From an optimization exercise on the open Yosys and OpenROAD flow, aimed at small area; shortcuts taken in it are not production practice. Only simulation tests tie the RTL to the original design; equivalence was not proved. Power and IR drop assume default switching activity.

**design/flow/design.v**
```verilog
`timescale 1ns / 1ps
module lte_scr_ao22 (
    input  logic a1, b1, a2, b2,
    output logic y
);
    assign y = (a1 & b1) | (a2 & b2);
endmodule
module lte_scr_aoi222 (
    input  logic a1, b1, a2, b2, a3, b3,
    output logic y
);
    assign y = !((a1 & b1) | (a2 & b2) | (a3 & b3));
endmodule
module lte_scr_nand2 (
    input  logic a, b,
    output logic y
);
    assign y = !(a & b);
endmodule
module lte_scr_nand4 (
    input  logic a, b, c, d,
    output logic y
);
    assign y = !(a & b & c & d);
endmodule
module lte_scr_or12 (
    input  logic [11:0] s,
    input  logic [11:0] d,
    output logic        y
);
    logic [3:0] t;
    for (genvar g = 0; g < 4; g++) begin : g_t
        lte_scr_aoi222 u (.a1(s[3*g]), .b1(d[3*g]), .a2(s[3*g+1]), .b2(d[3*g+1]),
                          .a3(s[3*g+2]), .b3(d[3*g+2]), .y(t[g]));
    end
    lte_scr_nand4 u_o (.a(t[0]), .b(t[1]), .c(t[2]), .d(t[3]), .y(y));
endmodule
module lte_scr_or10 (
    input  logic [9:0] s,
    input  logic [9:0] d,
    output logic       y
);
    logic [3:0] t;
    for (genvar g = 0; g < 3; g++) begin : g_t
        lte_scr_aoi222 u (.a1(s[3*g]), .b1(d[3*g]), .a2(s[3*g+1]), .b2(d[3*g+1]),
                          .a3(s[3*g+2]), .b3(d[3*g+2]), .y(t[g]));
    end
    lte_scr_nand2 u_3 (.a(s[9]), .b(d[9]), .y(t[3]));
    lte_scr_nand4 u_o (.a(t[0]), .b(t[1]), .c(t[2]), .d(t[3]), .y(y));
endmodule
module lte_hw_acc_scrambler #(
    parameter IN_DATA_WIDTH = 1
)
(
    input  logic                         clk,
    input  logic                         ce,
    input  logic                         rstn,
    input  logic [3:0]                   sfn,
    input [IN_DATA_WIDTH - 1 : 0]        s_data,
    input                                s_valid,
    output                               s_ready,
    input                                in_sof,
    input [7:0]                          in_lof,
    input [4:0]                          cfg_addr,
    input [30:0]                         cfg_data,
    input                                cfg_wr,
    output [IN_DATA_WIDTH - 1 : 0]       m_data,
    output                               m_valid,
    input                                m_ready,
    output                               out_sof,
    output [7:0]                         out_lof
);
    logic [19:0][30:0] cfg_reg;
    logic [30:0] x_data_1, x_data_2;
    logic [7:0]  counter;
    logic        processing;
    wire transfer = s_valid & m_ready;
    wire load     = transfer & in_sof;
    logic [9:0] dec;
    always_comb begin
        for (int k = 0; k < 8; k++)
            dec[k] = !sfn[3] && (sfn[2:0] == k[2:0]);
        dec[8] = sfn[3] & !sfn[0];
        dec[9] = sfn[3] &  sfn[0];
    end
    function automatic logic [30:0] rst_val(input int i);
        rst_val = (i % 2 == 0) ? 31'd1 : 31'((i >> 2) << 9);
    endfunction
    wire [30:0] dz = cfg_data & {31{rstn}};     
    wire [30:0] d1 = cfg_data | {31{!rstn}};    
    logic [19:0] we, keep;
    logic [19:0][30:0] cfg_nxt;
    always_comb begin
        for (int i = 0; i < 20; i++) begin
            we[i]   = !rstn || (cfg_wr && !processing && cfg_addr == i[4:0]);
            keep[i] = rstn && !(cfg_wr && !processing && cfg_addr == i[4:0]);
        end
    end
    for (genvar i = 0; i < 20; i++) begin : g_cfg
        localparam logic [30:0] RV = rst_val(i);
        for (genvar b = 0; b < 31; b++) begin : g_b
            lte_scr_ao22 u_hold (
                .a1(RV[b] ? d1[b] : dz[b]), .b1(we[i]),
                .a2(cfg_reg[i][b]), .b2(keep[i]),
                .y(cfg_nxt[i][b]));
        end
    end
    always_ff @(posedge clk)
        cfg_reg <= cfg_nxt;
    wire        go    = rstn & ce & transfer;
    wire        sel_a = go & in_sof;
    wire [9:0]  sel_l = dec & {10{sel_a}};
    wire        sel_s = go & !in_sof & processing;
    wire        sel_h = rstn & !(ce & transfer & (in_sof | processing));
    logic [3:0] rd1, rd2;
    for (genvar b = 0; b < 4; b++) begin : g_rd
        logic [9:0] c1, c2;
        for (genvar k = 0; k < 10; k++) begin : g_k
            assign c1[k] = cfg_reg[2*k][b];
            assign c2[k] = cfg_reg[2*k+1][b];
        end
        if (b == 0 || b == 3) begin : g_r1
            lte_scr_or10 u_r1 (.s(dec), .d(c1), .y(rd1[b]));
        end else begin : g_n1
            assign rd1[b] = 1'b0;    
        end
        lte_scr_or10 u_r2 (.s(dec), .d(c2), .y(rd2[b]));
    end
    wire [30:0] nx1, nx2;
    for (genvar b = 0; b < 3; b++) begin : g_lo
        logic t2;
        lte_scr_aoi222 u_2 (.a1(sel_a), .b1(rd2[b+1]), .a2(sel_s), .b2(x_data_2[b+1]),
                            .a3(sel_h), .b3(x_data_2[b]), .y(t2));
        assign nx2[b] = !t2;
    end
    logic t1;
    lte_scr_aoi222 u_lo1 (.a1(sel_a), .b1(rd1[3]), .a2(sel_s), .b2(x_data_1[3]),
                          .a3(sel_h), .b3(x_data_1[2]), .y(t1));
    assign nx1[2] = !t1;
    for (genvar b = 0; b < 30; b++) begin : g_hi
        logic [11:0] c1, c2;
        for (genvar k = 0; k < 10; k++) begin : g_k
            assign c1[k] = cfg_reg[2*k][b+1];
            assign c2[k] = cfg_reg[2*k+1][b+1];
        end
        assign c1[10] = x_data_1[b+1];
        assign c2[10] = x_data_2[b+1];
        assign c1[11] = x_data_1[b];
        assign c2[11] = x_data_2[b];
        if (b != 2) begin : g_1
            lte_scr_or12 u_1 (.s({sel_h, sel_s, sel_l}), .d(c1), .y(nx1[b]));
        end
        if (b >= 3) begin : g_2
            lte_scr_or12 u_2 (.s({sel_h, sel_s, sel_l}), .d(c2), .y(nx2[b]));
        end
    end
    wire fb1_l = rd1[0] ^ rd1[3];
    wire fb2_l = rd2[0] ^ rd2[1] ^ rd2[2] ^ rd2[3];
    wire fb1_s = x_data_1[0] ^ x_data_1[3];
    wire fb2_s = x_data_2[0] ^ x_data_2[1] ^ x_data_2[2] ^ x_data_2[3];
    logic f1, f2;
    lte_scr_aoi222 u_f1 (.a1(sel_a), .b1(fb1_l), .a2(sel_s), .b2(fb1_s),
                         .a3(sel_h), .b3(x_data_1[30]), .y(f1));
    lte_scr_aoi222 u_f2 (.a1(sel_a), .b1(fb2_l), .a2(sel_s), .b2(fb2_s),
                         .a3(sel_h), .b3(x_data_2[30]), .y(f2));
    assign nx1[30] = !f1;
    assign nx2[30] = !f2;
    always_ff @(posedge clk) begin
        x_data_1 <= nx1;
        x_data_2 <= nx2;
    end
    always_ff @(posedge clk) begin
        if (ce && transfer) begin
            if (in_sof)
                counter <= in_lof;
            else if (processing)
                counter <= counter - 8'd1;
        end
    end
    always_ff @(posedge clk) begin
        if (!rstn)
            processing <= 1'b0;
        else if (ce && transfer) begin
            if (in_sof)
                processing <= 1'b1;
            else if (processing && counter == 8'd2)
                processing <= 1'b0;
        end
    end
    wire e0 = load ? (rd1[0] ^ rd2[0]) : (x_data_1[0] ^ x_data_2[0]);
    assign m_data   = s_data ^ e0;
    assign s_ready  = m_ready;
    assign m_valid  = s_valid;
    assign out_lof  = in_lof;
    assign out_sof  = in_sof;
endmodule
```
**design/flow/run.sh**
```bash
#!/bin/bash
# synth_recipe.tcl (not shown) runs the flow's synth.tcl, then flattens the netlist and writes it again
# the make line also repeats each setting of config.mk as NAME=value (left out here)
make -C /OpenROAD-flow-scripts/flow DESIGN_CONFIG=/design/flow/config.mk WORK_HOME=/design/flow/orfs CLKGATE_MAP_FILE= SYNTH_SCRIPT=/design/flow/synth_recipe.tcl finish
```
**design/flow/config.mk**
```make
export PLATFORM = sky130hd
export DESIGN_NAME = lte_hw_acc_scrambler
export DESIGN_NICKNAME = lte_hw_acc_scrambler
export VERILOG_FILES = /design/flow/design.v
export SDC_FILE = /design/flow/constraint.sdc
export NUM_CORES = 4
export LEC_CHECK = 0
export CAP_MARGIN = 20
export CORE_MARGIN = 2
export CORE_UTILIZATION = 45
export CTS_BUF_LIST = sky130_fd_sc_hd__clkbuf_16
export CTS_CLUSTER_DIAMETER = 60
export CTS_CLUSTER_SIZE = 30
export SLEW_MARGIN = 20
export SYNTH_HIERARCHICAL = 1
export SYNTH_MINIMUM_KEEP_SIZE = 0
```
**design/flow/constraint.sdc**
```tcl
create_clock -name core_clock -period 3.6 [get_ports {clk}]
set_input_delay 0.7200 -clock core_clock [delete_from_list [all_inputs] [get_ports {clk}]]
set_output_delay 0.7200 -clock core_clock [all_outputs]
set_load 0.01 [all_outputs]
```
==> results of run 1 <==
Yosys stat by module (local to each module, per instance), excerpt:
module | cells inside | flops+latches
lte_scr_nand4 | 1 | 0
lte_scr_nand2 | 1 | 0
lte_scr_aoi222 | 1 | 0
lte_scr_ao22 | 1 | 0
lte_hw_acc_scrambler | 896 | 691
repair_timing:
item,CTS,global route
endpoints found under the setup margin,1,1
buffers inserted,1,0
hold buffers,0,0
gates resized for setup,9,6
pin swaps,3,6
stage by stage:
step / cell area, µm² / power, W / util / TNS [ns]
floorplan: 23520 / 0.009517 / - / 0
global placement: 26220 / 0.01011 / 0.5101 / -0.3748
detailed placement: 26240 / 0.01016 / 0.5104 / -0.5184
CTS: 27830 / 0.01573 / 0.5415 / 0
global route: 27880 / 0.01621 / 0.5424 / 0
finish: 27880 / 0.01572 / 0.5424 / 0
layer usage:
layer / wire [µm] / share of wire
met1: 34720 / 0.42
met2: 37950 / 0.46
met3: 8464 / 0.10
met4: 1799 / 0.022
met5: 0 / 0
power by group through the flow:
stage,Clock (W),Sequential [W],Combinational [W]
2_1_floorplan,0,0.00865,0.000863
3_3_place_gp,0,0.00873,0.00138
3_5_place_dp,0,0.00875,0.00142
4_1_cts,0.00572,0.00858,0.00143
5_1_grt,0.00602,0.00866,0.00154
6_report,0.00566,0.00859,0.00146
synthesized netlist by cell type (4+ instances only):
master	number	area share
nor3_1	7	0.0015
nor2_1	13	0.0021
xnor2_1	7	0.0026
and2_1	32	0.0085
nand2b_1	10	0.0027
nand3_1	6	0.0013
edfxtp_1	8	0.010
dfxtp_1	683	0.58
clkbuf_1	13	0.0021
a22o_1	620	0.23
inv_1	9	0.0014
nand4_1	62	0.017
nand2_1	17	0.0027
a222oi_1	248	0.11
o21a_1	20	0.0064
xor2_1	6	0.0022
nor2b_1	5	0.0013
or4_1	4	0.0013
o21ai_0	25	0.0053
buf_4	11	0.0035
worst max-delay path by stage:
stage,end,startpoint
floorplan,x_data_1[0]$_DFF_P_,sfn[0]
global placement,m_data[0],sfn[2]
detailed placement,m_data[0],sfn[2]
CTS,m_data[0],sfn[3]
global route,m_data[0],sfn[1]
finish,m_data[0],sfn[1]
worst register-to-register path, delay by kind of cell (launching register included):
family | cells | cell delay, ns
buf+inv | 1 | 0.45
simple gates | 2 | 0.99
compound gates | 2 | 0.57
flops | 1 | 0.34
cells by family (layout without fill, tap and decap cells):
group,after synthesis,after routing,synth area share
compound gates,920,920,0.3507
flops,691,691,0.5927
simple gates,171,171,0.04275
buf+inv,34,260,0.007516
xor+xnor,13,13,0.004851
fa+ha+maj,2,2,0.001066
mux,1,1,0.0004264
layout make-up:
cell class	instances	area (µm²)	share of cell area
Sequential cell	691	13910	0.4990
Multi-Input combinational cell	1107	9749	0.3496
Timing Repair Buffer	173	1772	0.06354
Clock buffer	45	1126	0.04038
Tap cell	680	850.8	0.03051
Clock inverter	33	439.2	0.01575
Inverter	9	33.78	0.001212
==> results.cfg, run 1 <==
[critical_path]
rr_endpoint = cfg_reg[29]$_DFF_P_
worstPathRequired_ns = 2.88
critical_path_class = primary input to primary output
max_stage_delay_ns = 0.42
cp_num_cells = 9
crit_chain = dlygate4sd2_1, nand2b_1, nor2_1, a222oi_1, nand4_1, xor2_1, mux2i_1, xnor2_1, buf_2
crit_fanout = 6
endpoint_kind = primary output
reg2reg_slack_ns = 1.18
cpMaxStageDelayCell = dlygate4sd2_1
path_buf_inv = 2
cpLargestDelayFamily = buffers and inverters
reg2regPathDepth = 5
reg2reg_from = processing$_SDFFE_PN0P_
worst_setup_path_start_kind = primary input
worst-endpoint-arrival_ns = 2.79

[die]
dieArea_mm2 = 0.05401
io_pins = 68
core_mm2 = 0.05141
rows = 83
die_w_um = 232.4
start_util = 0.4566
die_h_um = 232.4

[grt]
grt_pass1_wl_mm = 123.9
grt_busiest_layer = met2
grt_start_max_net_pins = 63
grt_pass1_vias = 19180
met1_usage = 0.4168
grtUsageMet3 = 0.05478
antenna_found_initial = 0
grt_use_met2 = 0.4798
grt.total_usage = 0.3004
gr-total-overflow = 0

[timing]
layout_setup_ws_ns = 0.09089
clock_skew_ns = 0.02309
finalCritPeriodShare = 0.9748
fmax_ghz = 0.2850
rsz0062_at_grt = false
finalWorstPathRequiredPeriod_ns = 3.509
worst_hold_slack_ns = 0.4786
setup_viol = 0
tightestPinTransition_ns = 1.084
hold_viol_final = 0
finalMaxSlewViolations = 0
slew_headroom = 0.2755

[status]
status = finished clean

[logic_synthesis]
syn_inst = 1832
yosysWarningCount = 7
syn_nets = 1890
synth_flop_cell = dfxtp_1
ys_ff_latch = 691
syn-mean-instance-area_um2 = 12.81
async_flop_share = 0
synth_area_mm2 = 0.02347
synth_edf_count = 8
ys_types = 39
seq_area_frac_synth = 0.5927

[placed_design]
gp_congestion = 0.8687
port_buffers = 67
hpwl_mm = 43.35
dp_worst_setup_slack_ns = -0.5184
numPlacedInstances = 2657

[clock_network]
cts_buffers = 43
cts.sinks = 691
root_buffer = clkbuf_16
clk_path_buf_depth = 3
htreeDepth = 2
cts_tree = yes
clkSlewWorstSetupHoldPaths_ns = 0.09
clk_latency_ns = 0.62

[worst_hold_path]
worstHoldStart = cfg_reg[578]$_DFF_P_
hold_path.class = flop to flop
min_to = cfg_reg[578]$_DFF_P_
whs_path_depth = 1

[routing]
drt-initial-drc-count = 3052
first_pass_iters = 8
drc = 0
via_per_inst = 7.181
ant_nets = 0
drt-wirelength-per-cell_um = 30.29
vias = 19660
routed_wl_mm = 82.94

[finish]
final_cell_mix = 683 x dfxtp_1, 620 x a22o_1, 248 x a222oi_1
nFillCells = 4359
drive_above_1_share = 0.1088
n_antenna_cell = 0
final_common_cell = dfxtp_1
synthToLayoutAreaGrowth_pct = 18.79
fin_cells = 2738
nets = 2083
largest_register_ffs = 620

[power_and_ir_drop]
p_comb_frac = 0.093
pwr-share-seq = 0.547
switching_share = 0.2657
leakagePower_nw = 10.79
p_sw_w = 0.004177
p_int_w = 0.01154
ir_drop_mv = 0.3176
p_per_area_mw_per_mm2 = 563.6
clkPwrFrac = 0.360

[job]
cap_violations = 0
==> run 2, diff against run 1 <==
--- a/design/flow/design.v
+++ b/design/flow/design.v
@@ -5,4 +5,10 @@
 );
     assign y = (a1 & b1) | (a2 & b2);
+endmodule
+module lte_scr_ao221 (
+    input  logic a1, b1, a2, b2, c,
+    output logic y
+);
+    assign y = (a1 & b1) | (a2 & b2) | c;
 endmodule
 module lte_scr_aoi222 (
@@ -87,21 +93,25 @@
         rst_val = (i % 2 == 0) ? 31'd1 : 31'((i >> 2) << 9);
     endfunction
-    wire [30:0] dz = cfg_data & {31{rstn}};     
-    wire [30:0] d1 = cfg_data | {31{!rstn}};    
     logic [19:0] we, keep;
     logic [19:0][30:0] cfg_nxt;
     always_comb begin
         for (int i = 0; i < 20; i++) begin
-            we[i]   = !rstn || (cfg_wr && !processing && cfg_addr == i[4:0]);
+            we[i]   = rstn && cfg_wr && !processing && cfg_addr == i[4:0];
             keep[i] = rstn && !(cfg_wr && !processing && cfg_addr == i[4:0]);
         end
     end
+    wire rst = !rstn;
     for (genvar i = 0; i < 20; i++) begin : g_cfg
         localparam logic [30:0] RV = rst_val(i);
         for (genvar b = 0; b < 31; b++) begin : g_b
-            lte_scr_ao22 u_hold (
-                .a1(RV[b] ? d1[b] : dz[b]), .b1(we[i]),
-                .a2(cfg_reg[i][b]), .b2(keep[i]),
-                .y(cfg_nxt[i][b]));
+            if (RV[b]) begin : g_one
+                lte_scr_ao221 u_hold (
+                    .a1(cfg_data[b]), .b1(we[i]), .a2(cfg_reg[i][b]), .b2(keep[i]),
+                    .c(rst), .y(cfg_nxt[i][b]));
+            end else begin : g_zero
+                lte_scr_ao22 u_hold (
+                    .a1(cfg_data[b]), .b1(we[i]), .a2(cfg_reg[i][b]), .b2(keep[i]),
+                    .y(cfg_nxt[i][b]));
+            end
         end
     end
==> design/flow/flow/run.sh (new file) <==
#!/bin/bash
# Standard layout, with the smallest buffer on the ports.
export BUFFER_PORTS_ARGS="-buffer_cell sky130_fd_sc_hd__buf_1"
export RECOVER_POWER=100
cp standard.sh standard_copy.txt
bash standard.sh > standard.log 2>&1
==> design/flow/standard.sh (new file) <==
#!/bin/bash
# synth_recipe.tcl (not shown) runs the flow's synth.tcl, then flattens the netlist and writes it again
# the make line also repeats each setting of config.mk as NAME=value (left out here)
make -C /OpenROAD-flow-scripts/flow DESIGN_CONFIG=/design/flow/config.mk WORK_HOME=/design/flow/orfs CLKGATE_MAP_FILE= SYNTH_SCRIPT=/design/flow/synth_recipe.tcl "${@:-finish}"
removed: design/flow/run.sh
==> run 2 against run 1 <==
Effect of this change: the layout now fails its checks (max-capacitance violations, max-slew violations); via count increased by 1.3%; sequential cell count unchanged; sequential power fell by 9.5%; synthesized cell count down 1.6%; die area decreased by 0.84%; sequential share of layout area up 1.5 points; first-iteration DRC count increased by 20%; clock-buffer cell count unchanged; clock power increased by 1%; largest power group unchanged.
==> results.cfg, run 2 <==
[timing]
clock_skew_ns = 0.03350
finalMaxSlewViolations = 122
fmax_ghz = 0.2918
slew_headroom = -0.3183
tightestPinTransition_ns = 1.978
rsz0062_at_grt = false
finalCritPeriodShare = 0.9521
setup_viol = 0
setup_tns_ns = 0
hold_viol_final = 0
worst_hold_slack_ns = 0.4487
finalWorstPathRequiredPeriod_ns = 3.427

[die]
io_pins = 68
rows = 83
start_util = 0.4546
die_w_um = 231.4
dieArea_mm2 = 0.05356
die_h_um = 231.4
core_mm2 = 0.05120

[logic_synthesis]
ys_types = 42
synth_edf_count = 8
seq_area_frac_synth = 0.5978
synth.most_common_cell = dfxtp_1
synth.area.top_cells = dfxtp_1 59%, a22o_1 23%, a222oi_1 11%, nand4_1 1.7%, edfxtp_1 1.0%
syn_nets = 1861
synth.cells.most_frequent = 683 x dfxtp_1, 600 x a22o_1, 248 x a222oi_1
synth_flop_cell = dfxtp_1
syn-mean-instance-area_um2 = 12.91
ys_ff_latch = 691
synth_area_mm2 = 0.02327
yosysWarningCount = 7
synth_area_leader_cell = dfxtp_1
async_flop_share = 0
synth_top_area_frac = 0.5875
syn_inst = 1803

[critical_path]
crit_fanout = 16
worstPathRequired_ns = 4.14
worst_setup_path_start_kind = flop
worst-endpoint-arrival_ns = 3.97
critical_path_class = flop to flop
endpoint_kind = flop
reg2regPathDepth = 6

[routing]
routed_wl_mm = 90.19
drt-initial-drc-count = 3668
via_per_inst = 7.325
vias = 19920
drt-wirelength-per-cell_um = 33.17
ant_nets = 0
drc = 0
first_pass_iters = 9

[grt]
grt_pass1_wl_mm = 132.0
grt_pass1_vias = 19260
grt.total_usage = 0.3308
grt_start_max_net_pins = 62
gr-total-overflow = 0
antenna_found_initial = 1

[finish]
multi_input_area_mm2 = 0.009478
nets = 2063
largest_register_ffs = 620
seq_area_mm2 = 0.01391
n_antenna_cell = 0
utilization = 0.5285
nFillCells = 4347
fin_cells = 2719
synthToLayoutAreaGrowth_pct = 16.27
drive_above_1_share = 0.1000
final_cell_mix = 683 x dfxtp_1, 600 x a22o_1, 248 x a222oi_1
final_common_cell = dfxtp_1

[power_and_ir_drop]
p_per_area_mw_per_mm2 = 522.5
ir_drop_mv = 0.3364
p_total_w = 0.01414
leakagePower_nw = 9.864

[placed_design]
hpwl_mm = 50.61
gp_congestion = 0.9416
numPlacedInstances = 2637
port_buffers = 67

[clock_network]
clk_path_buf_depth = 3
clkSlewWorstSetupHoldPaths_ns = 0.11
cts_buffers = 44
htreeDepth = 2
cts.sinks = 691
cts_setup_buffers = 0
cts_tree = yes
root_buffer = clkbuf_16
clk_latency_ns = 0.62

[status]
status = finished with violations
violations = max-capacitance violations, max-slew violations

[worst_hold_path]
whs_path_depth = 3
hold_path.class = primary input to flop

[job]
cap_violations = 7
-- run 2: cell count changes after synthesis, sizes merged, moves of 12 or more --
cell / delta
a221o: +20
nor2: +23
a22o: -20
and2: -31
o21ai: -20
o21a: -13
a21oi: +12
-- run 2: where the power goes --
part | internal [W] | leakage [nW] | switching (W) | total [W]
sequential | 0.00772 | 5.58 | 0.0000436 | 0.00777
combinational | 0.000131 | 3.51 | 0.000515 | 0.000647
clock | 0.00255 | 0.769 | 0.00317 | 0.00573
-- run 2: layout make-up --
type / count / area share
clock buffer: 45 / 0.04161
inverter: 10 / 0.001387
timing repair buffer: 172 / 0.04268
sequential: 691 / 0.5142
tap: 680 / 0.03144
multi-input combinational: 1086 / 0.3503
clock inverter: 35 / 0.01845
-- run 2: through the flow --
stage | cell area [µm²] | setup WS, ns
after floorplan | 23320 | 0.03944
after global placement | 25730 | 0.09782
after detailed placement | 25730 | 0.08778
after CTS | 27360 | 0.04975
after global routing | 27060 | 0.01855
final | 27060 | 0.1725
-- run 2: worst paths after layout --
kind | start | to | slack (ns)
worst max-delay path | processing$_SDFFE_PN0P_ | cfg_reg[606]$_DFF_P_ | 0.17
worst min-delay path | in_lof[1] | counter[1]$_DFFE_PP_ | 0.45
worst max register to register | processing$_SDFFE_PN0P_ | cfg_reg[606]$_DFF_P_ | 0.17
worst min register to register | cfg_reg[204]$_DFF_P_ | cfg_reg[204]$_DFF_P_ | 0.48
-- run 2: metal layers --
| metal | track usage | vias up | wire length, µm |
|---|---|---|---|
| met1 | 0.4685 | 9937 | 37550 |
| met3 | 0.05918 | 244 | 10020 |
| met4 | 0.1306 | 2 | 3498 |
| met2 | 0.4999 | 1380 | 39110 |
| li1 | - | 8355 | - |
| met5 | 0 | - | 11 |
-- run 2: kinds of logic after synthesis --
kind of cell / count (synthesis) / synth area share
AOI/OAI and AO/OA: 900 / 0.3491
DFF: 691 / 0.5978
muxes: 1 / 0.0004301
and+or+nand+nor: 170 / 0.04037
adders and majority gates: 2 / 0.001075
xor gates and xnor gates: 13 / 0.004892
buffers and inverters: 26 / 0.006290
-- run 2: Yosys stat by module (local to each module, per instance), excerpt --
module	cells	flip-flops and latches	area, µm²
lte_hw_acc_scrambler	867	691	14930
lte_scr_ao221	1	0	10.01
lte_scr_aoi222	1	0	10.01
lte_scr_ao22	1	0	8.758
lte_scr_nand4	1	0	6.256
lte_scr_nand2	1	0	3.754
-- run 2: worst max-delay path: stages (launching register included) --
cell	delay, ns
dfxtp_1	0.35
nor4b_1	0.41
clkbuf_1	0.41
nand3_1	0.28
nor2_1	1.43
buf_12	0.28
a22o_1	0.16
-- run 2: what timing repair did --
action                                  in CTS  in global routing
hold buffers                                 0                  0
gates resized for setup                      0                  8
endpoints found under the setup margin       0                  1
==> run 3, diff against run 2 <==
==> design/flow/flow/run.sh (replaced) <==
#!/bin/bash
# Standard layout, with the smallest buffer on the ports.
export BUFFER_PORTS_ARGS="-buffer_cell sky130_fd_sc_hd__buf_1"
bash standard.sh > standard.log 2>&1
--- a/design/flow/config.mk
+++ b/design/flow/config.mk
@@ -8,5 +8,5 @@
 export CAP_MARGIN = 20
 export CORE_MARGIN = 2
-export CORE_UTILIZATION = 45
+export CORE_UTILIZATION = 70
 export CTS_BUF_LIST = sky130_fd_sc_hd__clkbuf_16
 export CTS_CLUSTER_DIAMETER = 60
==> run 3 against run 2 <==
Effect of this change: the run now finishes clean; clock skew down 0.011 ns; die area down 35%; critical path depth rose by 3; setup slack improved by 0.015 ns; clock-buffer cell count fell by 8; via count increased by 2.5%; combinational power down 3%; sequential cell count stayed put; cell count fell by 10%; sequential share of layout area grew 1.0 points; register-to-register slack improved by 0.93 ns; critical endpoint is now m_data[0].
==> results.cfg, run 3 <==
[status]
status = finished clean

[logic_synthesis]
synthMuxAreaShare = 0.0004301
synth.area.top_cells = dfxtp_1 59%, a22o_1 23%, a222oi_1 11%, nand4_1 1.7%, edfxtp_1 1.0%
syn-mean-instance-area_um2 = 12.91
synth_compound_area_frac = 0.3491
synth.most_common_cell = dfxtp_1
synth_top_family_by_area = compound AO/OA/AOI/OAI gates
ys_ff_latch = 691
syn_inst = 1803
synthAdderAreaFrac = 0.001075
synth_top_area_frac = 0.5875
async_flop_share = 0
ys_types = 42
yosysWarningCount = 7
synth_flop_cell = dfxtp_1
syn_nets = 1861
synth_area_mm2 = 0.02327
synth_edf_count = 8
seq_area_frac_synth = 0.5978
synthXorXnorAreaFrac = 0.004892
synth_area_leader_cell = dfxtp_1
synth-simple-area-share = 0.04037
synth.cells.most_frequent = 683 x dfxtp_1, 600 x a22o_1, 248 x a222oi_1

[routing]
ant_nets = 0
vias = 20420
routed_wl_mm = 80.36
drt-wirelength-per-cell_um = 32.85
drc = 0
drt-initial-drc-count = 3967
via_per_inst = 8.350
first_pass_iters = 12

[finish]
drive_above_1_share = 0.1043
synthToLayoutAreaGrowth_pct = 13.99
final_common_cell = dfxtp_1
final_cell_mix = 683 x dfxtp_1, 600 x a22o_1, 248 x a222oi_1
n_antenna_cell = 0
largest_register_ffs = 620
nets = 2038

[critical_path]
endpoint_kind = primary output
reg2reg_from = processing$_SDFFE_PN0P_
worst-endpoint-arrival_ns = 2.69
critical_path_class = primary input to primary output
worstPathRequired_ns = 2.88
reg2regPathDepth = 5
worst_setup_path_start_kind = primary input
crit_fanout = 6
reg2reg_slack_ns = 1.10
rr_endpoint = cfg_reg[485]$_DFF_P_

[timing]
setup_tns_ns = 0
slew_headroom = 0.2308
layout_setup_ws_ns = 0.1874
finalWorstPathRequiredPeriod_ns = 3.413
fmax_ghz = 0.2930
rsz0062_at_grt = false
hold_viol_final = 0
finalMaxSlewViolations = 0
tightestPinTransition_ns = 1.154
clock_skew_ns = 0.02235
finalCritPeriodShare = 0.9480
setup_viol = 0

[die]
rows = 66
io_pins = 68
die_w_um = 186.3
dieArea_mm2 = 0.03472
die_h_um = 186.3
core_mm2 = 0.03262
start_util = 0.7135

[worst_hold_path]
min_to = counter[7]$_DFFE_PP_
worstHoldStart = in_lof[7]
whs_path_depth = 3
hold_path.class = primary input to flop

[power_and_ir_drop]
p_total_w = 0.01331
ir_drop_mv = 0.4898
leakagePower_nw = 9.742
switching_share = 0.2456
p_sw_w = 0.003269
clkPwrFrac = 0.369
p_per_area_mw_per_mm2 = 501.7
pwr-share-seq = 0.584
p_int_w = 0.01004
p_comb_frac = 0.047

[clock_network]
ctsHoldBuffers = 0
clkSlewWorstSetupHoldPaths_ns = 0.08
cts_tree = yes
htreeDepth = 2
cts_buffers = 37
clk_latency_ns = 0.58
clk_path_buf_depth = 3
root_buffer = clkbuf_16
cts.sinks = 691

[grt]
gr-total-overflow = 0
grt.total_usage = 0.4500
grt_start_max_net_pins = 63
grt_pass1_vias = 20150
antenna_found_initial = 0
grt_pass1_wl_mm = 122.1

[placed_design]
port_buffers = 67
gp_congestion = 0.9518
hpwl_mm = 43.83
dp_worst_setup_slack_ns = 0.1063

[job]
cap_violations = 0
==> run 3: area by class of cell <==
type	count	area, µm²
inverter	10	37.54
fill	1933	6090
clock inverter	26	339.1
sequential	691	13910
clock buffer	37	925.9
timing repair buffer	154	1197
multi-input combinational	1086	9563
tap	442	553.0
==> run 3: metrics by stage <==
stage	utilization	hold slack, ns	std cells	cell area (µm²)
finish	0.8133	0.4756	2446	26530
global route	0.8133	0.4932	2446	26530
CTS	0.8124	0.4651	2446	26500
detailed placement	0.7736	0.4530	2383	25230
global placement	0.7736	0.4542	2383	25230
floorplan	-	0.4411	1803	23320
==> run 3: what timing repair did <==
| action | in CTS | in global routing |
|---|---|---|
| gates resized for setup | 0 | 8 |
| buffers inserted | 0 | 0 |
| endpoints found under the setup margin | 0 | 1 |
| endpoints found under the hold margin | 0 | 0 |
==> run 3: how the worst max path moves through the flow <==
| stage | startpoint | endpoint | slack, ns |
|---|---|---|---|
| 2_1_floorplan | sfn[0] | x_data_1[0]$_DFF_P_ | 0.04 |
| 3_3_place_gp | sfn[0] | m_data[0] | 0.21 |
| 3_5_place_dp | sfn[0] | m_data[0] | 0.11 |
| 4_1_cts | sfn[0] | m_data[0] | 0.12 |
| 5_1_grt | sfn[2] | m_data[0] | 0.02 |
| 6_report | sfn[2] | m_data[0] | 0.19 |
==> run 3: power groups by stage <==
stage	combinational [W]	clock (W)	sequential (W)
6_report	0.000630	0.00491	0.00777
5_1_grt	0.000642	0.00517	0.00777
3_3_place_gp	0.000572	0	0.00794
3_5_place_dp	0.000588	0	0.00794
4_1_cts	0.000593	0.00490	0.00776
2_1_floorplan	0.000231	0	0.00793
==> run 3: modules after synthesis, one instance, submodules excluded, excerpt <==
module,cells,times used,area [µm²],flops+latches
lte_hw_acc_scrambler,867,1,14930,691
lte_scr_ao221,1,20,10.01,0
lte_scr_aoi222,1,248,10.01,0
lte_scr_ao22,1,600,8.758,0
lte_scr_nand4,1,62,6.256,0
lte_scr_nand2,1,6,3.754,0
==> run 3: cell families (layout without fill, tap and decap cells) <==
| kind of cell | count (synthesis) | count (layout) |
|---|---|---|
| AOI/OAI and AO/OA | 900 | 900 |
| DFF | 691 | 691 |
| and+or+nand+nor | 170 | 170 |
| buffers and inverters | 26 | 227 |
| xor gates and xnor gates | 13 | 13 |
| adders and majority gates | 2 | 2 |
| muxes | 1 | 1 |
==> run 3: layer usage <==
| layer | vias to the layer above | part of all wire | track usage |
|---|---|---|---|
| met5 | - | 0 | 0.005495 |
| met3 | 417 | 0.15 | 0.1104 |
| met2 | 1804 | 0.44 | 0.6899 |
| li1 | 8302 | - | - |
| met4 | 0 | 0.060 | 0.2375 |
| met1 | 9900 | 0.36 | 0.5922 |
==> run 3: critical path, cell delays in order <==
cell and delay, ns:
buf_1 0.25, nand2b_1 0.16, nor3_1 0.59, a222oi_1 0.16, nand4_1 0.18, xor2_1 0.20
mux2i_1 0.11, xnor2_1 0.14, buf_1 0.16
==> run 4, diff against run 3 <==
--- a/design/flow/config.mk
+++ b/design/flow/config.mk
@@ -8,8 +8,9 @@
 export CAP_MARGIN = 20
 export CORE_MARGIN = 2
-export CORE_UTILIZATION = 70
+export CORE_UTILIZATION = 65
 export CTS_BUF_LIST = sky130_fd_sc_hd__clkbuf_16
 export CTS_CLUSTER_DIAMETER = 60
 export CTS_CLUSTER_SIZE = 30
+export GPL_TIMING_DRIVEN = 0
 export SLEW_MARGIN = 20
 export SYNTH_HIERARCHICAL = 1
==> run 4 against run 3 <==
Effect of this change: now fails the layout checks on negative setup slack; critical path type unchanged; cell count up 1.4%; core utilization decreased by 3.2 points; sequential share of layout area decreased by 2.1 points; critical endpoint unchanged; register-to-register slack got worse by 0.69 ns; combinational power grew 18%.
==> results.cfg, run 4 <==
[status]
status = finished with violations
violations = negative setup slack

[die]
start_util = 0.6575
die_w_um = 193.2
die_h_um = 193.2
dieArea_mm2 = 0.03734
rows = 69
core_mm2 = 0.03540
io_pins = 68

[logic_synthesis]
synth_edf_count = 8
synthAdderAreaFrac = 0.001075
synth.cells.most_frequent = 683 x dfxtp_1, 600 x a22o_1, 248 x a222oi_1
synth.area.top_cells = dfxtp_1 59%, a22o_1 23%, a222oi_1 11%, nand4_1 1.7%, edfxtp_1 1.0%
yosysWarningCount = 7
ys_ff_latch = 691
synthMuxAreaShare = 0.0004301
syn_inst = 1803
syn-mean-instance-area_um2 = 12.91
synth_top_family_by_area = compound AO/OA/AOI/OAI gates
syn_nets = 1861
synth-simple-area-share = 0.04037
synth_area_leader_cell = dfxtp_1
ys_types = 42
synth_top_area_frac = 0.5875
synthXorXnorAreaFrac = 0.004892
synth_compound_area_frac = 0.3491
synth_area_mm2 = 0.02327
async_flop_share = 0
synth_flop_cell = dfxtp_1
seq_area_frac_synth = 0.5978
synth.most_common_cell = dfxtp_1

[placed_design]
place_area_mm2 = 0.02628
hpwl_mm = 51.81
gp_congestion = 0.8547
port_buffers = 66

[critical_path]
crit_chain = buf_2, nand2b_2, nor2_2, a222oi_1, nand4_1, xor2_1, mux2i_1, xnor2_1, clkbuf_2
max_stage_delay_ns = 0.47
cpMaxStageDelayCell = a222oi_1
worstPathRequired_ns = 2.88
reg2regPathDepth = 6
endpoint_kind = primary output
worst_setup_path_start_kind = primary input
critical_path_class = primary input to primary output
worst-endpoint-arrival_ns = 3.01
crit_fanout = 7

[timing]
layout_setup_ws_ns = -0.1257
tightestPinTransition_ns = 1.263
finalCritPeriodShare = 1.035
finalMaxSlewViolations = 0
fmax_ghz = 0.2684
setup_viol = 1
hold_viol_final = 0
setup_tns_ns = -0.1257
slew_headroom = 0.1547
finalWorstPathRequiredPeriod_ns = 3.726
clock_skew_ns = 0.02610

[finish]
largest_register_ffs = 620
multi_input_area_mm2 = 0.009687
final_common_cell = dfxtp_1
utilization = 0.7809
seq_area_mm2 = 0.01391
design_area_mm2 = 0.02764
final_cell_mix = 683 x dfxtp_1, 600 x a22o_1, 248 x a222oi_1
synthToLayoutAreaGrowth_pct = 18.77
drive_above_1_share = 0.1169
nFillCells = 2114
nets = 2052

[routing]
drc = 0
via_per_inst = 8.321
vias = 20640
drt-initial-drc-count = 3593
routed_wl_mm = 83.90
ant_nets = 0
first_pass_iters = 14
drt-wirelength-per-cell_um = 33.83

[power_and_ir_drop]
leakagePower_nw = 10.14
p_per_area_mw_per_mm2 = 485.2
ir_drop_mv = 0.5720

[grt]
grt_start_max_net_pins = 31
gr-total-overflow = 0
antenna_found_initial = 1
grt.total_usage = 0.4281
grt_pass1_vias = 20760
grt_pass1_wl_mm = 125.4

[clock_network]
cts_tree = yes
clk_latency_ns = 0.58
clkSlewWorstSetupHoldPaths_ns = 0.07
cts_buffers = 37
cts.sinks = 691
clk_path_buf_depth = 3
htreeDepth = 2
root_buffer = clkbuf_16

[job]
cap_violations = 0

[worst_hold_path]
hold_path.class = primary input to flop
whs_path_depth = 3
run 4: cell counts after synthesis:
Identical to the previous run, type by type.
run 4: report_power, final:
part	leakage, nW	switching [W]	internal, W
Sequential	5.58	0.0000459	0.00772
Clock	0.604	0.00273	0.00217
Combinational	3.95	0.000535	0.000208
run 4: layout make-up:
class / instances / share of cell area
clock buffers: 37 / 0.03349
inverters: 10 / 0.001358
multi-input cells: 1086 / 0.3504
well taps: 461 / 0.02087
repair buffers: 152 / 0.07500
clock inverters: 26 / 0.01132
plain buffers: 16 / 0.004119
diodes: 1 / 0.00009053
flip-flops and latches: 691 / 0.5033
run 4: routing by layer:
layer / routed length [µm] / vias up / GRT usage / share of wire
li1: - / 8339 / - / -
met1: 30240 / 10110 / 0.5420 / 0.36
met2: 36990 / 1725 / 0.6639 / 0.44
met3: 11320 / 467 / 0.1111 / 0.13
met4: 5342 / 0 / 0.2519 / 0.064
met5: 0 / - / 0 / 0
run 4: cells by family (layout without fill, tap and decap cells):
| family | after synthesis | in the layout |
|---|---|---|
| AOI/OAI and AO/OA | 900 | 900 |
| DFF | 691 | 691 |
| and+or+nand+nor | 170 | 170 |
| buffers and inverters | 26 | 241 |
| xor gates and xnor gates | 13 | 13 |
| adders and majority gates | 2 | 2 |
| muxes | 1 | 1 |
| other | 0 | 1 |
run 4: worst paths after layout:
kind	start	endpoint	slack, ns
hold reg to reg	cfg_reg[245]$_DFF_P_	cfg_reg[245]$_DFF_P_	0.48
setup reg to reg	processing$_SDFFE_PN0P_	cfg_reg[518]$_DFF_P_	0.41
setup / recovery	sfn[1]	m_data[0]	-0.13
hold / removal	in_lof[7]	counter[7]$_DFFE_PP_	0.48
run 4: per-module statistics from Yosys, one instance, submodules excluded, excerpt:
| module | flip-flops and latches | cells inside |
|---|---|---|
| lte_scr_nand4 | 0 | 1 |
| lte_hw_acc_scrambler | 691 | 867 |
| lte_scr_ao22 | 0 | 1 |
| lte_scr_nand2 | 0 | 1 |
| lte_scr_aoi222 | 0 | 1 |
| lte_scr_ao221 | 0 | 1 |
run 4: critical path: cells and delay by family:
| family | cells | cell delay, ns |
|---|---|---|
| mux | 1 | 0.20 |
| xor+xnor | 2 | 0.37 |
| compound gates | 1 | 0.47 |
| simple gates | 3 | 0.81 |
| buf+inv | 2 | 0.42 |
run 4: per-stage QoR:
stage	hold slack [ns]	total power [W]	cells	worst slack (ns)
floorplan	0.4411	0.008157	1803	0.03944
global placement	0.4545	0.008456	2330	-2.785
detailed placement	0.4536	0.008613	2411	-0.3643
CTS	0.4811	0.01333	2474	0.02267
global route	0.4910	0.01367	2480	-0.1708
finish	0.4804	0.01341	2480	-0.1257
run 4: what timing repair did:
item,CTS,global route
pin swaps,0,4
resized for setup,10,12
hold buffers,0,0
cloned,0,0
setup endpoints to repair,1,1
setup buffers,0,3
==> run 5, diff against run 4 <==
--- a/design/flow/config.mk
+++ b/design/flow/config.mk
@@ -11,6 +11,5 @@
 export CTS_BUF_LIST = sky130_fd_sc_hd__clkbuf_16
 export CTS_CLUSTER_DIAMETER = 60
-export CTS_CLUSTER_SIZE = 30
-export GPL_TIMING_DRIVEN = 0
+export CTS_CLUSTER_SIZE = 36
 export SLEW_MARGIN = 20
 export SYNTH_HIERARCHICAL = 1
==> run 5 against run 4 <==
Effect of this change: the run now finishes clean; synthesized cell count stayed put; setup slack better by 0.24 ns; design area decreased by 4.4%; global-route usage fell by 2.0 points; synthesized area unchanged; sequential power about the same; power shrank 0.41%; clock skew rose by 0.0067 ns; cell count fell by 0.97%.
==> results.cfg, run 5 <==
[status]
status = finished clean

[grt]
grt_pass1_vias = 19470
antenna_found_initial = 1
grt.total_usage = 0.4084
grt_pass1_wl_mm = 119.2
grt_start_max_net_pins = 57
gr-total-overflow = 0

[timing]
setup_viol = 0
fmax_ghz = 0.2866
rsz0062_at_grt = false
hold_viol_final = 0
clock_skew_ns = 0.03281
worst_hold_slack_ns = 0.4601
finalMaxSlewViolations = 0
tightestPinTransition_ns = 1.267
finalWorstPathRequiredPeriod_ns = 3.489
slew_headroom = 0.1552
finalCritPeriodShare = 0.9693
layout_setup_ws_ns = 0.1105

[die]
rows = 69
start_util = 0.6575
dieArea_mm2 = 0.03734
die_w_um = 193.2
core_mm2 = 0.03540
die_h_um = 193.2
io_pins = 68

[critical_path]
path_common_cell = buf_1
max_stage_delay_ns = 0.57
worstPathRequired_ns = 2.88
crit_chain = buf_1, nand2_1, nor3_1, a222oi_1, nand4_1, xor2_1, mux2i_1, xnor2_1, buf_1
endpoint_kind = primary output
worst_setup_path_start_kind = primary input
worst-endpoint-arrival_ns = 2.77
crit_fanout = 6
cpMaxStageDelayCell = nor3_1
critical_path_class = primary input to primary output

[logic_synthesis]
seq_area_frac_synth = 0.5978
synth_flop_cell = dfxtp_1
synth_area_mm2 = 0.02327
synth.most_common_cell = dfxtp_1
syn_inst = 1803
synth.area.top_cells = dfxtp_1 59%, a22o_1 23%, a222oi_1 11%, nand4_1 1.7%, edfxtp_1 1.0%
syn_nets = 1861
yosysWarningCount = 7
synth.cells.most_frequent = 683 x dfxtp_1, 600 x a22o_1, 248 x a222oi_1
synth_area_leader_cell = dfxtp_1
synth_top_area_frac = 0.5875
synth_edf_count = 8
ys_ff_latch = 691
async_flop_share = 0
ys_types = 42
syn-mean-instance-area_um2 = 12.91

[routing]
first_pass_iters = 9
ant_nets = 0
drt-wirelength-per-cell_um = 32.30
vias = 19990
via_per_inst = 8.138
drc = 0
routed_wl_mm = 79.33
drt-initial-drc-count = 3953

[finish]
final_cell_mix = 683 x dfxtp_1, 600 x a22o_1, 248 x a222oi_1
drive_above_1_share = 0.09774
final_common_cell = dfxtp_1
synthToLayoutAreaGrowth_pct = 13.59
nets = 2027
n_antenna_cell = 0
largest_register_ffs = 620

[clock_network]
cts_buffers = 37
cts.sinks = 691
root_buffer = clkbuf_16
htreeDepth = 2
clkSlewWorstSetupHoldPaths_ns = 0.09
ctsHoldBuffers = 0
cts_tree = yes
clk_latency_ns = 0.58
clk_path_buf_depth = 3

[power_and_ir_drop]
leakagePower_nw = 9.688
ir_drop_mv = 0.6481
p_per_area_mw_per_mm2 = 505.3

[worst_hold_path]
hold_path.class = primary input to flop

[placed_design]
port_buffers = 67
hpwl_mm = 44.80
dp_worst_setup_slack_ns = -0.09242
gp_congestion = 0.9267

[job]
cap_violations = 0
## run 5: cell types whose count changed in the layout (fill, tap and decap cells not counted), sizes merged
cell	delta
buf	-20
clkbuf	-5
clkinv	+3
clkinvlp	-2
diode	-1
inv	+1
## run 5: timing repair
| action | in CTS | in global routing |
|---|---|---|
| buffers inserted | 0 | 0 |
| cloned | 0 | 0 |
| endpoints found under the setup margin | 1 | 1 |
| resized for setup | 1 | 1 |
## run 5: per-stage QoR
stage                     area [µm²]  setup TNS [ns]  power (W)    util  instances
final                          26440               0    0.01336  0.7469       2456
after global routing           26440               0    0.01368  0.7469       2456
after CTS                      26380               0    0.01333  0.7454       2454
after detailed placement       25100        -0.09242   0.008523  0.7090       2389
after global placement         25080               0   0.008506  0.7086       2388
after floorplan                23320               0   0.008157       -       1803
## run 5: modules after synthesis, one instance, submodules excluded, excerpt
module	times used	flip-flops and latches	cell area [µm²]	cells inside
lte_scr_ao22	600	0	8.758	1
lte_scr_aoi222	248	0	10.01	1
lte_scr_nand2	6	0	3.754	1
lte_scr_ao221	20	0	10.01	1
lte_hw_acc_scrambler	1	691	14930	867
lte_scr_nand4	62	0	6.256	1
## run 5: worst paths after layout
kind / cells after the start / from / slack, ns / to
setup reg to reg: 6 / processing$_SDFFE_PN0P_ / 1.08 / cfg_reg[368]$_DFF_P_
hold / removal: 3 / in_lof[5] / 0.46 / counter[5]$_DFFE_PP_
hold reg to reg: 1 / cfg_reg[99]$_DFF_P_ / 0.48 / cfg_reg[99]$_DFF_P_
setup / recovery: 9 / sfn[2] / 0.11 / m_data[0]
## run 5: kinds of logic (layout without fill, tap and decap cells)
group,Yosys count,after routing,synth area share
compound gates,900,900,0.3491
flops,691,691,0.5978
simple gates,170,170,0.04037
buf+inv,26,218,0.006290
xor+xnor,13,13,0.004892
fa+ha+maj,2,2,0.001075
mux,1,1,0.0004301
## run 5: worst max-delay path: cells and delay by family
kind	cells	cell delay (ns)
buffers and inverters	2	0.37
muxes	1	0.11
and+or+nand+nor	3	1.00
xor gates and xnor gates	2	0.31
AOI/OAI and AO/OA	1	0.27
## run 5: area by class of cell
type                    count  area (µm²)
flip-flops and latches    691       13910
multi-input cells        1086        9608
fillers                  2392        8960
repair buffers            143        1020
clock buffers              37       925.9
well taps                 461       576.8
clock inverters            28       355.3
inverters                  10       37.54
## run 5: layer usage
| metal | part of all wire | vias up | global-route usage |
|---|---|---|---|
| li1 | - | 8292 | - |
| met1 | 0.37 | 9759 | 0.5508 |
| met4 | 0.055 | 2 | 0.2098 |
| met2 | 0.43 | 1588 | 0.6241 |
| met5 | 0.00011 | - | 0 |
| met3 | 0.14 | 346 | 0.08525 |
## run 5: power breakdown
group          switching (W)  total (W)  leakage [nW]  internal, W
clock network        0.00277    0.00497         0.634      0.00220
registers          0.0000432    0.00777          5.58      0.00772
logic               0.000489   0.000625          3.47     0.000136
total                0.00330     0.0134          9.69       0.0101
==> run 6, diff against run 5 <==
--- a/design/flow/config.mk
+++ b/design/flow/config.mk
@@ -11,5 +11,5 @@
 export CTS_BUF_LIST = sky130_fd_sc_hd__clkbuf_16
 export CTS_CLUSTER_DIAMETER = 60
-export CTS_CLUSTER_SIZE = 36
+export CTS_CLUSTER_SIZE = 30
 export SLEW_MARGIN = 20
 export SYNTH_HIERARCHICAL = 1
==> run 6 against run 5 <==
Effect of this change: still clean; setup slack worse by 0.0083 ns; wire length is 0.23% higher; global-route usage hardly changed; core utilization is 0.081 points lower; first-iteration DRC count is 0.83% lower; largest cell class unchanged; highest routed layer is now met4.
==> results.cfg, run 6 <==
[clock_network]
ctsHoldBuffers = 0
cts_buffers = 37
clkSlewWorstSetupHoldPaths_ns = 0.09
root_buffer = clkbuf_16
clk_path_buf_depth = 3
cts.sinks = 691
cts_tree = yes
htreeDepth = 2
clk_latency_ns = 0.59

[timing]
rsz0062_at_grt = false
setup_tns_ns = 0
finalWorstPathRequiredPeriod_ns = 3.498
clock_skew_ns = 0.03533
finalCritPeriodShare = 0.9716
hold_viol_final = 0
worst_hold_slack_ns = 0.4626
slew_headroom = 0.1578
finalMaxSlewViolations = 0
setup_viol = 0
tightestPinTransition_ns = 1.263
fmax_ghz = 0.2859

[routing]
drt-initial-drc-count = 3920
first_pass_iters = 10
routed_wl_mm = 79.51
vias = 20070
ant_nets = 0
drc = 0
via_per_inst = 8.170
drt-wirelength-per-cell_um = 32.37

[finish]
fin_cells = 2456
nFillCells = 2398
drive_above_1_share = 0.09674
nets = 2027
n_antenna_cell = 0
final_cell_mix = 683 x dfxtp_1, 600 x a22o_1, 248 x a222oi_1
final_common_cell = dfxtp_1
synthToLayoutAreaGrowth_pct = 13.47
largest_register_ffs = 620

[die]
rows = 69
io_pins = 68
die_h_um = 193.2
dieArea_mm2 = 0.03734
core_mm2 = 0.03540
die_w_um = 193.2
start_util = 0.6575

[power_and_ir_drop]
p_per_area_mw_per_mm2 = 502.8
leakagePower_nw = 9.669
p_total_w = 0.01328
ir_drop_mv = 0.6510

[critical_path]
critical_path_class = primary input to primary output
path_buf_inv = 3
max_stage_delay_ns = 0.61
cpLargestDelayFamily = simple AND/OR/NAND/NOR gates
path_common_cell = buf_1
endpoint_kind = primary output
crit_chain = buf_1, buf_4, nand2b_1, nor3_1, a222oi_1, nand4_1, xor2_1, mux2i_1, xnor2_1, buf_1
worst-endpoint-arrival_ns = 2.78
worst_setup_path_start_kind = primary input
crit_fanout = 6
cpMaxStageDelayCell = nor3_1
worstPathRequired_ns = 2.88

[logic_synthesis]
synth.area.top_cells = dfxtp_1 59%, a22o_1 23%, a222oi_1 11%, nand4_1 1.7%, edfxtp_1 1.0%
syn_nets = 1861
synth_top_area_frac = 0.5875
yosysWarningCount = 7
async_flop_share = 0
seq_area_frac_synth = 0.5978
syn_inst = 1803
syn-mean-instance-area_um2 = 12.91
synth_area_leader_cell = dfxtp_1
synth.most_common_cell = dfxtp_1
synth_flop_cell = dfxtp_1
ys_ff_latch = 691
synth_edf_count = 8
synth_area_mm2 = 0.02327
ys_types = 42
synth.cells.most_frequent = 683 x dfxtp_1, 600 x a22o_1, 248 x a222oi_1

[grt]
grt_pass1_wl_mm = 119.1
grt.total_usage = 0.4081
antenna_found_initial = 1
grt_start_max_net_pins = 57
grt_pass1_vias = 19450
gr-total-overflow = 0

[placed_design]
port_buffers = 67
numPlacedInstances = 2389
gp_congestion = 0.9267
hpwl_mm = 44.80

[worst_hold_path]
hold_path.class = primary input to flop

[job]
cap_violations = 0

[status]
status = finished clean
[run 6: cell count changes in the layout (fill, tap and decap cells not counted)]
cell,delta
clkinv_2,-1
clkinv_8,+1
clkinv_1,+2
clkinvlp_4,+1
clkinv_4,-1
bufinv_16,-1
inv_12,-1
[run 6: worst register-to-register path, cell delays in order, from the launching register on]
cell	delay, ns
dfxtp_1	0.45
nor2b_1	0.16
nand3b_1	0.12
buf_4	0.19
o21a_1	0.98
buf_4	0.42
a22o_1	0.16
[run 6: cell families after synthesis]
kind of cell | after synthesis | share of synthesized area
AOI/OAI and AO/OA | 900 | 0.3491
xor gates and xnor gates | 13 | 0.004892
adders and majority gates | 2 | 0.001075
buffers and inverters | 26 | 0.006290
DFF | 691 | 0.5978
muxes | 1 | 0.0004301
and+or+nand+nor | 170 | 0.04037
[run 6: worst paths after layout]
kind | start | endpoint | slack (ns) | cells past startpoint
worst max-delay path | sfn[1] | m_data[0] | 0.10 | 10
worst min-delay path | in_lof[5] | counter[5]$_DFFE_PP_ | 0.46 | 3
worst max register to register | processing$_SDFFE_PN0P_ | cfg_reg[356]$_DFF_P_ | 1.07 | 6
worst min register to register | cfg_reg[443]$_DFF_P_ | cfg_reg[443]$_DFF_P_ | 0.48 | 1
[run 6: modules after synthesis (local to each module, per instance), excerpt]
module	copies in the design	flip-flops and latches	cell area [µm²]	cells
lte_hw_acc_scrambler	1	691	14930	867
lte_scr_ao221	20	0	10.01	1
lte_scr_aoi222	248	0	10.01	1
lte_scr_ao22	600	0	8.758	1
lte_scr_nand4	62	0	6.256	1
lte_scr_nand2	6	0	3.754	1
[run 6: stage by stage]
stage	area, µm²	setup WS [ns]	utilization
global placement	25080	0.1743	0.7086
finish	26410	0.1022	0.7461
global route	26410	0.03207	0.7461
CTS	26360	0.04259	0.7446
floorplan	23320	0.03944	-
detailed placement	25100	-0.09242	0.7090
[run 6: layout make-up]
type | count | area, µm² | area share
Sequential cell | 691 | 13910 | 0.5269
Multi-Input combinational cell | 1086 | 9608 | 0.3638
Timing Repair Buffer | 143 | 1020 | 0.03861
Clock buffer | 37 | 925.9 | 0.03506
Tap cell | 461 | 576.8 | 0.02184
Clock inverter | 28 | 326.6 | 0.01237
Inverter | 10 | 37.54 | 0.001421
[run 6: routing by layer]
metal	wire (µm)	track usage	vias to the layer above
met5	0	0	-
met4	4147	0.2078	0
met3	11200	0.08351	341
met2	34400	0.6230	1612
met1	29760	0.5530	9831
li1	-	-	8281
[run 6: where the power goes]
part | switching (W) | total, W | internal, W
clock network | 0.00277 | 0.00489 | 0.00212
logic | 0.000490 | 0.000626 | 0.000136
registers | 0.0000433 | 0.00777 | 0.00772
total | 0.00330 | 0.0133 | 0.00998
[run 6: timing repair]
item	CTS	global route
hold endpoints to repair	0	0
setup endpoints to repair	1	1
buffers inserted	0	0
gates resized for setup	1	1
==> run 7, diff against run 6 <==
--- a/design/flow/config.mk
+++ b/design/flow/config.mk
@@ -6,5 +6,5 @@
 export NUM_CORES = 4
 export LEC_CHECK = 0
-export CAP_MARGIN = 20
+export CAP_MARGIN = 0
 export CORE_MARGIN = 2
 export CORE_UTILIZATION = 65
@@ -12,5 +12,5 @@
 export CTS_CLUSTER_DIAMETER = 60
 export CTS_CLUSTER_SIZE = 30
-export SLEW_MARGIN = 20
+export SLEW_MARGIN = 0
 export SYNTH_HIERARCHICAL = 1
 export SYNTH_MINIMUM_KEEP_SIZE = 0
==> run 7 against run 6 <==
Effect of this change: cell count hardly changed; sequential share of layout area hardly changed; die area unchanged; power rose by 1.3%; sequential power is essentially flat; global-route usage up 0.42 points; first-iteration DRC count shrank 3.1%; wire length about the same; still clean on timing, DRC and antenna.
==> results.cfg, run 7 <==
[clock_network]
cts_buffers = 37
root_buffer = clkbuf_16
htreeDepth = 2
cts.sinks = 691
ctsHoldBuffers = 0
clk_latency_ns = 0.60
cts_tree = yes
clk_path_buf_depth = 3
clkSlewWorstSetupHoldPaths_ns = 0.10

[timing]
worst_hold_slack_ns = 0.4349
rsz0062_at_grt = false
slew_headroom = 0.1359
tightestPinTransition_ns = 1.296
clock_skew_ns = 0.03128
layout_setup_ws_ns = 0.1020
finalWorstPathRequiredPeriod_ns = 3.498
hold_viol_final = 0
setup_viol = 0
finalCritPeriodShare = 0.9717
finalMaxSlewViolations = 0
fmax_ghz = 0.2859

[critical_path]
critical_path_class = primary input to primary output
cpLargestDelayFamily = simple AND/OR/NAND/NOR gates
max_stage_delay_ns = 0.60
cp_num_cells = 9
crit_fanout = 6
path_buf_inv = 2
cpMaxStageDelayCell = nor3_1
reg2regPathDepth = 5
crit_chain = buf_1, nand2_1, nor3_1, a222oi_1, nand4_1, xor2_1, mux2i_1, xnor2_1, buf_1
worst-endpoint-arrival_ns = 2.78
path_common_cell = buf_1
worstPathRequired_ns = 2.88
endpoint_kind = primary output
worst_setup_path_start_kind = primary input

[logic_synthesis]
synth.cells.most_frequent = 683 x dfxtp_1, 600 x a22o_1, 248 x a222oi_1
synth.most_common_cell = dfxtp_1
synth.area.top_cells = dfxtp_1 59%, a22o_1 23%, a222oi_1 11%, nand4_1 1.7%, edfxtp_1 1.0%
ys_ff_latch = 691
synth_top_area_frac = 0.5875
ys_types = 42
syn_nets = 1861
synth_flop_cell = dfxtp_1
synth_area_mm2 = 0.02327
syn-mean-instance-area_um2 = 12.91
syn_inst = 1803
yosysWarningCount = 7
synth_area_leader_cell = dfxtp_1
seq_area_frac_synth = 0.5978
synth_edf_count = 8
async_flop_share = 0

[job]
cap_violations = 0

[finish]
n_antenna_cell = 0
nets = 2024
design_area_mm2 = 0.02642
final_cell_mix = 683 x dfxtp_1, 600 x a22o_1, 248 x a222oi_1
nFillCells = 2385
synthToLayoutAreaGrowth_pct = 13.52
final_common_cell = dfxtp_1
drive_above_1_share = 0.09529
utilization = 0.7464
largest_register_ffs = 620

[routing]
drc = 0
routed_wl_mm = 79.59
first_pass_iters = 10
ant_nets = 0
vias = 20040
drt-initial-drc-count = 3799
drt-wirelength-per-cell_um = 32.42
via_per_inst = 8.161

[status]
status = finished clean

[placed_design]
port_buffers = 67
dp_worst_setup_slack_ns = -0.1038
hpwl_mm = 44.68
gp_congestion = 0.9267
place_area_mm2 = 0.02508

[power_and_ir_drop]
p_sw_w = 0.003323
p_per_area_mw_per_mm2 = 509.1
ir_drop_mv = 0.6116
pwr-share-seq = 0.577
p_int_w = 0.01013
switching_share = 0.2471
p_comb_frac = 0.046
leakagePower_nw = 9.662
clkPwrFrac = 0.377

[grt]
grt_start_max_net_pins = 57
antenna_found_initial = 0
grt_pass1_wl_mm = 120.1
grt.total_usage = 0.4123
grt_pass1_vias = 19480
gr-total-overflow = 0

[die]
start_util = 0.6575
rows = 69
core_mm2 = 0.03540
die_w_um = 193.2
die_h_um = 193.2
dieArea_mm2 = 0.03734
io_pins = 68

[worst_hold_path]
whs_path_depth = 3
hold_path.class = primary input to flop
run 7: cell types whose count changed in the layout (fill, tap and decap cells not counted), sizes merged:
cell,change
bufinv,+1
clkinv,-2
clkinvlp,+1
clkbuf,-1
run 7: cell families (layout without fill, tap and decap cells):
family | Yosys count | in the layout | synth area share
AOI/OAI and AO/OA | 900 | 900 | 0.3491
xor gates and xnor gates | 13 | 13 | 0.004892
adders and majority gates | 2 | 2 | 0.001075
buffers and inverters | 26 | 217 | 0.006290
DFF | 691 | 691 | 0.5978
muxes | 1 | 1 | 0.0004301
and+or+nand+nor | 170 | 170 | 0.04037
run 7: final timing paths:
kind	start	to	slack, ns
setup / recovery	sfn[2]	m_data[0]	0.10
hold / removal	in_lof[5]	counter[5]$_DFFE_PP_	0.43
setup reg to reg	processing$_SDFFE_PN0P_	cfg_reg[425]$_DFF_P_	1.06
hold reg to reg	cfg_reg[303]$_DFF_P_	x_data_2[23]$_DFF_P_	0.48
run 7: Yosys stat by module (local to each module, per instance), a selection:
module                cells inside  flip-flops and latches  area (µm²)
lte_scr_nand4                    1                       0       6.256
lte_scr_ao22                     1                       0       8.758
lte_scr_ao221                    1                       0       10.01
lte_hw_acc_scrambler           867                     691       14930
lte_scr_nand2                    1                       0       3.754
lte_scr_aoi222                   1                       0       10.01
run 7: power groups by stage:
stage / clock network (W) / logic, W / registers [W]
finish: 0.00507 / 0.000617 / 0.00777
detailed placement: 0 / 0.000584 / 0.00794
floorplan: 0 / 0.000231 / 0.00793
global route: 0.00534 / 0.000632 / 0.00777
CTS: 0.00506 / 0.000586 / 0.00776
global placement: 0 / 0.000569 / 0.00794
run 7: final cells by class:
type,count,area [µm²],area share
Sequential cell,691,13910,0.5266
Multi-Input combinational cell,1086,9608,0.3637
Clock buffer,39,975.9,0.03694
Timing Repair Buffer,140,962.2,0.03642
Tap cell,461,576.8,0.02183
Clock inverter,28,345.3,0.01307
Inverter,10,37.54,0.001421
run 7: through the flow:
step                      TNS (ns)  power (W)  cells
after CTS                        0    0.01341   2455
after global placement           0   0.008506   2388
after floorplan                  0   0.008157   1803
after global routing             0    0.01374   2455
after detailed placement   -0.1038   0.008522   2388
final                            0    0.01345   2455
run 7: worst register-to-register path: stages, from the launching register on:
cell and delay (ns):
dfxtp_1 0.38, nor2b_1 0.40, nand3_1 0.49, nor2_4 0.63, buf_4 0.39, a22o_1 0.21
run 7: metal layers:
| metal | GRT usage | up-vias | part of all wire |
|---|---|---|---|
| li1 | - | 8282 | - |
| met1 | 0.5554 | 9787 | 0.37 |
| met2 | 0.6255 | 1614 | 0.43 |
| met3 | 0.08909 | 353 | 0.14 |
| met4 | 0.2185 | 0 | 0.056 |
| met5 | 0 | - | 0 |
run 7: what timing repair did:
action | in CTS | in global routing
buffers inserted | 0 | 0
pin swaps | 0 | 0
gates cloned | 0 | 0
gates resized for setup | 1 | 2
setup endpoints to repair | 1 | 1
==> run 8, diff against run 7 <==
--- a/design/flow/config.mk
+++ b/design/flow/config.mk
@@ -6,11 +6,11 @@
 export NUM_CORES = 4
 export LEC_CHECK = 0
-export CAP_MARGIN = 0
+export CAP_MARGIN = 20
 export CORE_MARGIN = 2
 export CORE_UTILIZATION = 65
-export CTS_BUF_LIST = sky130_fd_sc_hd__clkbuf_16
+export CTS_BUF_LIST = sky130_fd_sc_hd__clkbuf_8 sky130_fd_sc_hd__clkbuf_16
 export CTS_CLUSTER_DIAMETER = 60
 export CTS_CLUSTER_SIZE = 30
-export SLEW_MARGIN = 0
+export SLEW_MARGIN = 20
 export SYNTH_HIERARCHICAL = 1
 export SYNTH_MINIMUM_KEEP_SIZE = 0
==> run 8 against run 7 <==
Effect of this change: critical endpoint unchanged; critical path type unchanged; synthesized area unchanged; first-iteration DRC count up 4.3%; die area unchanged; largest power group unchanged; critical path depth up 1; largest cell class unchanged; clock skew up 0.0047 ns; global-route usage down 0.42 points; worst hold slack better by 0.027 ns; register-to-register slack better by 0.03 ns.
==> results.cfg, run 8 <==
[status]
status = finished clean

[critical_path]
worstPathRequired_ns = 2.88
worst-endpoint-arrival_ns = 2.77
worst_setup_path_start_kind = primary input
crit_fanout = 6
endpoint_kind = primary output
crit_chain = buf_1, buf_4, nand2b_1, nor3_1, a222oi_1, nand4_1, xor2_1, mux2i_1, xnor2_1, buf_1
max_stage_delay_ns = 0.60
cpMaxStageDelayCell = nor3_1
path_common_cell = buf_1
critical_path_class = primary input to primary output

[die]
io_pins = 68
dieArea_mm2 = 0.03734
core_mm2 = 0.03540
rows = 69
start_util = 0.6575
die_w_um = 193.2
die_h_um = 193.2

[grt]
gr-total-overflow = 0
grt_pass1_wl_mm = 119.2
grt_start_max_net_pins = 57
antenna_found_initial = 1
grt.total_usage = 0.4081
grt_pass1_vias = 19440

[finish]
synthToLayoutAreaGrowth_pct = 13.55
nets = 2027
multi_input_area_mm2 = 0.009608
drive_above_1_share = 0.09774
final_common_cell = dfxtp_1
seq_area_mm2 = 0.01391
largest_register_ffs = 620
nFillCells = 2395
n_antenna_cell = 0
final_cell_mix = 683 x dfxtp_1, 600 x a22o_1, 248 x a222oi_1

[logic_synthesis]
async_flop_share = 0
yosysWarningCount = 7
syn_nets = 1861
ys_types = 42
synth_top_area_frac = 0.5875
ys_ff_latch = 691
syn-mean-instance-area_um2 = 12.91
synth.most_common_cell = dfxtp_1
synth_edf_count = 8
synth_area_leader_cell = dfxtp_1
syn_inst = 1803
seq_area_frac_synth = 0.5978
synth.cells.most_frequent = 683 x dfxtp_1, 600 x a22o_1, 248 x a222oi_1
synth.area.top_cells = dfxtp_1 59%, a22o_1 23%, a222oi_1 11%, nand4_1 1.7%, edfxtp_1 1.0%
synth_area_mm2 = 0.02327
synth_flop_cell = dfxtp_1

[routing]
ant_nets = 0
first_pass_iters = 10
drt-initial-drc-count = 3963
drc = 0
vias = 20010
drt-wirelength-per-cell_um = 32.29
routed_wl_mm = 79.30
via_per_inst = 8.145

[timing]
fmax_ghz = 0.2868
hold_viol_final = 0
setup_tns_ns = 0
finalCritPeriodShare = 0.9687
clock_skew_ns = 0.03594
finalWorstPathRequiredPeriod_ns = 3.487
worst_hold_slack_ns = 0.4619
tightestPinTransition_ns = 1.253
rsz0062_at_grt = false
slew_headroom = 0.1645
finalMaxSlewViolations = 0
setup_viol = 0

[clock_network]
htreeDepth = 2
cts_setup_buffers = 0
ctsHoldBuffers = 0
clk_latency_ns = 0.58
cts.sinks = 691
clkSlewWorstSetupHoldPaths_ns = 0.09
cts_tree = yes
root_buffer = clkbuf_16
cts_resized = 1
cts_buffers = 37
clk_path_buf_depth = 3

[power_and_ir_drop]
leakagePower_nw = 9.680
p_per_area_mw_per_mm2 = 503.9
ir_drop_mv = 0.6535

[job]
cap_violations = 0

[placed_design]
gp_congestion = 0.9267
hpwl_mm = 44.80
port_buffers = 67

[worst_hold_path]
hold_path.class = primary input to flop
-- run 8: area by class of cell --
class,instances,share of cell area
Multi-Input combinational cell,1086,0.3636
Sequential cell,691,0.5265
Clock inverter,26,0.01207
Inverter,10,0.001420
Timing Repair Buffer,143,0.03859
Clock buffer,39,0.03608
Tap cell,461,0.02183
-- run 8: per-stage QoR --
step,power (W),cell area [µm²],instances,utilization,setup WS (ns)
after floorplan,0.008157,23320,1803,-,0.03944
after global placement,0.008506,25080,2388,0.7086,0.1743
after detailed placement,0.008523,25100,2389,0.7090,-0.09242
after CTS,0.01329,26380,2454,0.7451,0.04259
after global routing,0.01363,26430,2456,0.7466,0.03207
final,0.01332,26430,2456,0.7466,0.1128
-- run 8: routing by layer --
| layer | vias up | share of wire | global-route usage |
|---|---|---|---|
| met2 | 1611 | 0.43 | 0.6230 |
| met3 | 327 | 0.14 | 0.08543 |
| met4 | 2 | 0.051 | 0.2087 |
| met1 | 9772 | 0.38 | 0.5513 |
| li1 | 8293 | - | - |
| met5 | - | 0.00016 | 0 |
-- run 8: worst max-delay path, delay by kind of cell --
kind / cells / cell delay (ns)
xor gates and xnor gates: 2 / 0.31
AOI/OAI and AO/OA: 1 / 0.23
and+or+nand+nor: 3 / 0.92
buffers and inverters: 3 / 0.48
muxes: 1 / 0.11
-- run 8: kinds of logic (layout without fill, tap and decap cells) --
group           Yosys count  after routing  synth area share
mux                       1              1         0.0004301
buf+inv                  26            218          0.006290
flops                   691            691            0.5978
compound gates          900            900            0.3491
fa+ha+maj                 2              2          0.001075
simple gates            170            170           0.04037
xor+xnor                 13             13          0.004892
-- run 8: worst paths after layout --
| path | from | endpoint | slack, ns | cells past startpoint |
|---|---|---|---|---|
| setup reg to reg | processing$_SDFFE_PN0P_ | cfg_reg[356]$_DFF_P_ | 1.09 | 6 |
| hold / removal | in_lof[5] | counter[5]$_DFFE_PP_ | 0.46 | 3 |
| setup / recovery | sfn[1] | m_data[0] | 0.11 | 10 |
| hold reg to reg | cfg_reg[185]$_DFF_P_ | cfg_reg[185]$_DFF_P_ | 0.48 | 1 |
-- run 8: where the power goes --
group / internal (W) / switching [W] / leakage, nW
registers: 0.00772 / 0.0000431 / 5.58
clock network: 0.00216 / 0.00276 / 0.626
logic: 0.000136 / 0.000489 / 3.47
total: 0.0100 / 0.00330 / 9.68
-- run 8: per-module statistics from Yosys (local to each module, per instance), a selection --
module | copies in the design | cells inside | area [µm²] | flip-flops and latches
lte_hw_acc_scrambler | 1 | 867 | 14930 | 691
lte_scr_nand4 | 62 | 1 | 6.256 | 0
lte_scr_ao221 | 20 | 1 | 10.01 | 0
lte_scr_ao22 | 600 | 1 | 8.758 | 0
lte_scr_aoi222 | 248 | 1 | 10.01 | 0
lte_scr_nand2 | 6 | 1 | 3.754 | 0

Setup slack of run 8, layout unchanged: 0.113 ns with ideal ports, 0.086 ns with driving cells assumed (clock clkbuf_16, inputs buf_2), 0.086 ns with port delays also shifted by the 0.623 ns mid clock arrival.
